Source: an optimization exercise on an open RTL-to-GDS flow (aim: small area and a short achievable clock period). Production flows keep margins and buffers that such runs may drop.
The RTL was checked by simulation tests, not by an equivalence proof against the original design.
Power and IR drop assume default switching activity.

== before ==
Design RGB_to_Gray, start of the top module:
module RGB_to_Gray(input CLK, input [7:0] R, input [7:0] G, input [7:0] B, input In_Valid, output reg [7:0] Gray, output reg Out_Valid);
    reg [7:0] r, g, b; reg v0;
    always @(posedge CLK) begin r <= R; g <= G; b <= B; v0 <= In_Valid; end
    wire w8 = ({p7_0_1, p6_0_1, p5_0_1, p4_0_1, p3_0_1, p2_0_1, p1_0_1, p0_0_1} >= 8'd2);
    wire w9 = ({p7_0_1, p6_0_1, p5_0_1, p4_0_1, p3_0_1, p2_0_1, p1_0_1, p0_0_1} >= 8'd4);
    wire w10 = ({p7_0_1, p6_0_1, p5_0_1, p4_0_1, p3_0_1, p2_0_1, p1_0_1, p0_0_1} >= 8'd7);
    wire w11 = ({p7_0_1, p6_0_1, p5_0_1, p4_0_1, p3_0_1, p2_0_1, p1_0_1, p0_0_1} >= 8'd14);
    wire w12 = ({p7_0_1, p6_0_1, p5_0_1, p4_0_1, p3_0_1, p2_0_1, p1_0_1, p0_0_1} >= 8'd27);
    wire w13 = ({p7_0_1, p6_0_1, p5_0_1, p4_0_1, p3_0_1, p2_0_1, p1_0_1, p0_0_1} >= 8'd54);
    wire w14 = ({p7_0_1, p6_0_1, p5_0_1, p4_0_1, p3_0_1, p2_0_1, p1_0_1, p0_0_1} >= 8'd108);
    wire w15 = ({p7_0_1, p6_0_1, p5_0_1, p4_0_1, p3_0_1, p2_0_1, p1_0_1, p0_0_1} >= 8'd215);
    wire w24 = ({p23_0_1, p22_0_1, p21_0_1, p20_0_1, p19_0_1, p18_0_1, p17_0_1, p16_0_1} >= 8'd2);
    wire w25 = ({p23_0_1, p22_0_1, p21_0_1, p20_0_1, p19_0_1, p18_0_1, p17_0_1, p16_0_1} >= 8'd4);
    wire w26 = ({p23_0_1, p22_0_1, p21_0_1, p20_0_1, p19_0_1, p18_0_1, p17_0_1, p16_0_1} >= 8'd7);
    wire w27 = ({p23_0_1, p22_0_1, p21_0_1, p20_0_1, p19_0_1, p18_0_1, p17_0_1, p16_0_1} >= 8'd14);
    wire w28 = ({p23_0_1, p22_0_1, p21_0_1, p20_0_1, p19_0_1, p18_0_1, p17_0_1, p16_0_1} >= 8'd28);
    wire w29 = ({p23_0_1, p22_0_1, p21_0_1, p20_0_1, p19_0_1, p18_0_1, p17_0_1, p16_0_1} >= 8'd55);
    wire w30 = ({p23_0_1, p22_0_1, p21_0_1, p20_0_1, p19_0_1, p18_0_1, p17_0_1, p16_0_1} >= 8'd110);
    wire w31 = ({p23_0_1, p22_0_1, p21_0_1, p20_0_1, p19_0_1, p18_0_1, p17_0_1, p16_0_1} >= 8'd219);
    wire w41 = ({p39_0_1, p38_0_1, p37_0_1, p36_0_1, p35_0_1, p34_0_1, p33_0_1, p32_0_1} >= 8'd3);
    wire w42 = ({b[7], b[6], b[5], b[4], b[3], b[2], b[1], b[0]} >= 8'd5);
    wire w43 = ({p39_0_1, p38_0_1, p37_0_1, p36_0_1, p35_0_1, p34_0_1, p33_0_1, p32_0_1} >= 8'd9);
    wire w44 = ({b[7], b[6], b[5], b[4], b[3], b[2], b[1], b[0]} >= 8'd18);
    wire w45 = ({p39_0_1, p38_0_1, p37_0_1, p36_0_1, p35_0_1, p34_0_1, p33_0_1, p32_0_1} >= 8'd36);
    wire w46 = ({p39_0_1, p38_0_1, p37_0_1, p36_0_1, p35_0_1, p34_0_1, p33_0_1, p32_0_1} >= 8'd71);
  ...
Size in the first run: roughly 720 cells after synthesis, ~35 I/O pins, about 9500 um2 of cells after synthesis.
Settings: LEC_CHECK=0, CAP_MARGIN=20, CORE_MARGIN=2, CORE_UTILIZATION=40, SLEW_MARGIN=20, SYNTH_HIERARCHICAL=1, SYNTH_MINIMUM_KEEP_SIZE=0; clock period 16.0 ns.
standard.sh (not shown) runs the stock make flow with config.mk's settings and CLKGATE_MAP_FILE= SYNTH_SCRIPT=/design/flow/synth_recipe.tcl, a recipe that flattens the netlist after the stock synthesis.
==> flow/flow/run.sh <==
#!/bin/bash
# Standard ORFS layout (standard synthesis unchanged); timing repair is asked to
# reach a setup slack of 11.8 ns at the design's own clock period and constraints.
set -euo pipefail
export SETUP_SLACK_MARGIN=11.8
bash standard.sh synth > synth.log 2>&1
bash standard.sh > layout.log 2>&1
#### Input delta (after over before)
==> flow/flow/run.sh <==
#!/bin/bash
# Standard ORFS layout, with timing repair asked to reach a larger setup slack
# at the design's own clock period and constraints.
set -euo pipefail
export SETUP_SLACK_MARGIN=${MARGIN:-11.6}
bash standard.sh synth > synth.log 2>&1
bash standard.sh > layout.log 2>&1
==> run notes <==
- Of after and before, it is after that has the higher proportion of power drawn by combinational gates.
- On combinational power, after tracks before almost exactly.
- after finished end to end and its layout was clean on timing, DRC and antenna.
- The register-to-register slack on after is in line with that on before.
- On standard cell area after detailed placement, after and before are basically level.
- Compared after vs before, and time the final worst path needs with I/O delays and setup is up in after.
- The standard cells in after occupy less silicon area than those in before do.
- Diff before -> after: worst setup slack after layout went down by 0.013 ns; total power went down by about 1.6%.


== run 1 ==
RGB_to_Gray, a different RTL version from the one above (not shown whole).
For scale: about 660 cells after synthesis, about 150 flip-flops, ~35 I/O pins, about 9400 um2 of cells after synthesis.
Settings: LEC_CHECK=0, CAP_MARGIN=20, CORE_MARGIN=2, CORE_UTILIZATION=60, CTS_BUF_LIST=sky130_fd_sc_hd__clkbuf_8, PLACE_DENSITY=0.75, SLEW_MARGIN=20, SYNTH_HIERARCHICAL=1, SYNTH_MINIMUM_KEEP_SIZE=0; clock period 16.0 ns.
==> flow/flow/run.sh <==
#!/bin/bash
# Standard ORFS layout with the standard synthesis unchanged. Port buffers are
# sky130_fd_sc_hd__buf_2, and timing repair is asked to reach a setup slack of
# 11.95 ns at the design's own clock period and constraints.
set -euo pipefail
export SETUP_SLACK_MARGIN=11.95
export CTS_ARGS="-repair_clock_nets -dont_use_dummy_load -buf_list sky130_fd_sc_hd__clkbuf_16 -distance_between_buffers 1000 -branching_point_buffers_distance 1000"
export BUFFER_PORTS_ARGS="-buffer_cell sky130_fd_sc_hd__buf_2"
bash standard.sh synth > synth.log 2>&1
bash standard.sh > layout.log 2>&1
Setup changes, run 1 to run 2
==> flow/flow/run.sh <==
#!/bin/bash
# Standard ORFS layout with the standard synthesis unchanged. Port buffers are
# sky130_fd_sc_hd__buf_2, and timing repair is asked to reach a setup slack of
# 11.95 ns at the design's own clock period and constraints.
set -euo pipefail
export SETUP_SLACK_MARGIN=11.95
export BUFFER_PORTS_ARGS="-buffer_cell sky130_fd_sc_hd__buf_2"
bash standard.sh synth > synth.log 2>&1
bash standard.sh > layout.log 2>&1
Findings:
Diff run 1..run 2 | count of vias placed by the detailed router | negligible. Power density of the placed cells came out lower on run 2 than on run 1. Final cycle utilization of the critical path, run 1 and run 2: higher on run 2. Diff run 1 -> run 2 | met3 track utilization from global routing | decrease of 0.70 points. Global-route wire length before repair was higher in the run labelled run 1. Final critical delay including setup and external delays: run 2 vs run 1 up 0.026 ns.
[inputs] run 3 vs run 2
==> flow/flow/run.sh <==
#!/bin/bash
set -euo pipefail
export SETUP_SLACK_MARGIN=11.95
export CTS_ARGS="-sink_clustering_enable -repair_clock_nets -dont_use_dummy_load -buf_list sky130_fd_sc_hd__clkbuf_8"
export BUFFER_PORTS_ARGS="-buffer_cell sky130_fd_sc_hd__buf_2"
bash standard.sh synth > synth.log 2>&1
bash standard.sh > layout.log 2>&1
[summary]
Run 3: all stages complete, timing, DRC and antenna checks passed. Per the comparison of run 3 with run 2, final core utilization -0.99 points; leakage power -0.066 nW. As far as worst setup slack is concerned, run 3 and run 2 perform about the same.
--- input diff run 3..run 4 ---
-- flow/flow/run.sh --
<<< run 3, line 1
#!/bin/bash
set -euo pipefail
export SETUP_SLACK_MARGIN=11.95
>>> run 4, line 1
#!/bin/bash
# Standard ORFS layout with the standard synthesis unchanged. Port buffers are
# sky130_fd_sc_hd__buf_2, and timing repair is asked to reach a setup slack of
# 11.95 ns at the design's own clock period and constraints.
set -euo pipefail
export SETUP_SLACK_MARGIN=11.95
Findings:
- Reported for run 3 and run 4, post-synthesis to final-layout area growth turned out identical to the last digit.
- Summary of run 4 over run 3: share of post-route cells with drive strength above 1 held, number of global-route vias before repair held, clock group share of total power held, largest vdd supply drop held.
- Final non-filler cell area: run 4 vs run 3 — no meaningful difference
- Run 4 -> run 3: non-clock buffer count in the final layout delta 0, exact match
- Diff run 3..run 4 | total area of sequential cells | unchanged

-- re-timing with driven ports --
No port has a modelled driver above. Below, the same layouts with a new extraction and two added sets of constraints.
Step 1 (the two cells are an assumption about what drives the block):
set clk [get_ports {CLK}]
set_driving_cell -lib_cell sky130_fd_sc_hd__clkbuf_16 $clk
set_driving_cell -lib_cell sky130_fd_sc_hd__buf_2 [delete_from_list [all_inputs] $clk]
Step 2, shift: input delay + t, output delay - t, t = (earliest + latest rising clock arrival at the registers) / 2. This alone moves slack from input paths to output paths.
Slacks: ideal / step 1 / step 2; pairs: ideal / step 1.
run	shift t [ns]	slack for setup (ns)	worst register clock-pin slew, ns
before	0.404	11.678 / 11.678 / 11.678	0.08 / 0.08
after	0.401	11.664 / 11.664 / 11.664	0.08 / 0.08
run 1	0.466	11.939 / 11.894 / 12.035	0.07 / 0.07
run 2	0.494	11.913 / 11.873 / 12.018	0.10 / 0.10
run 3	0.484	11.911 / 11.868 / 12.022	0.09 / 0.09
run 4	0.484	11.911 / 11.868 / 12.022	0.09 / 0.09
After both steps setup and hold are still met in every run listed.
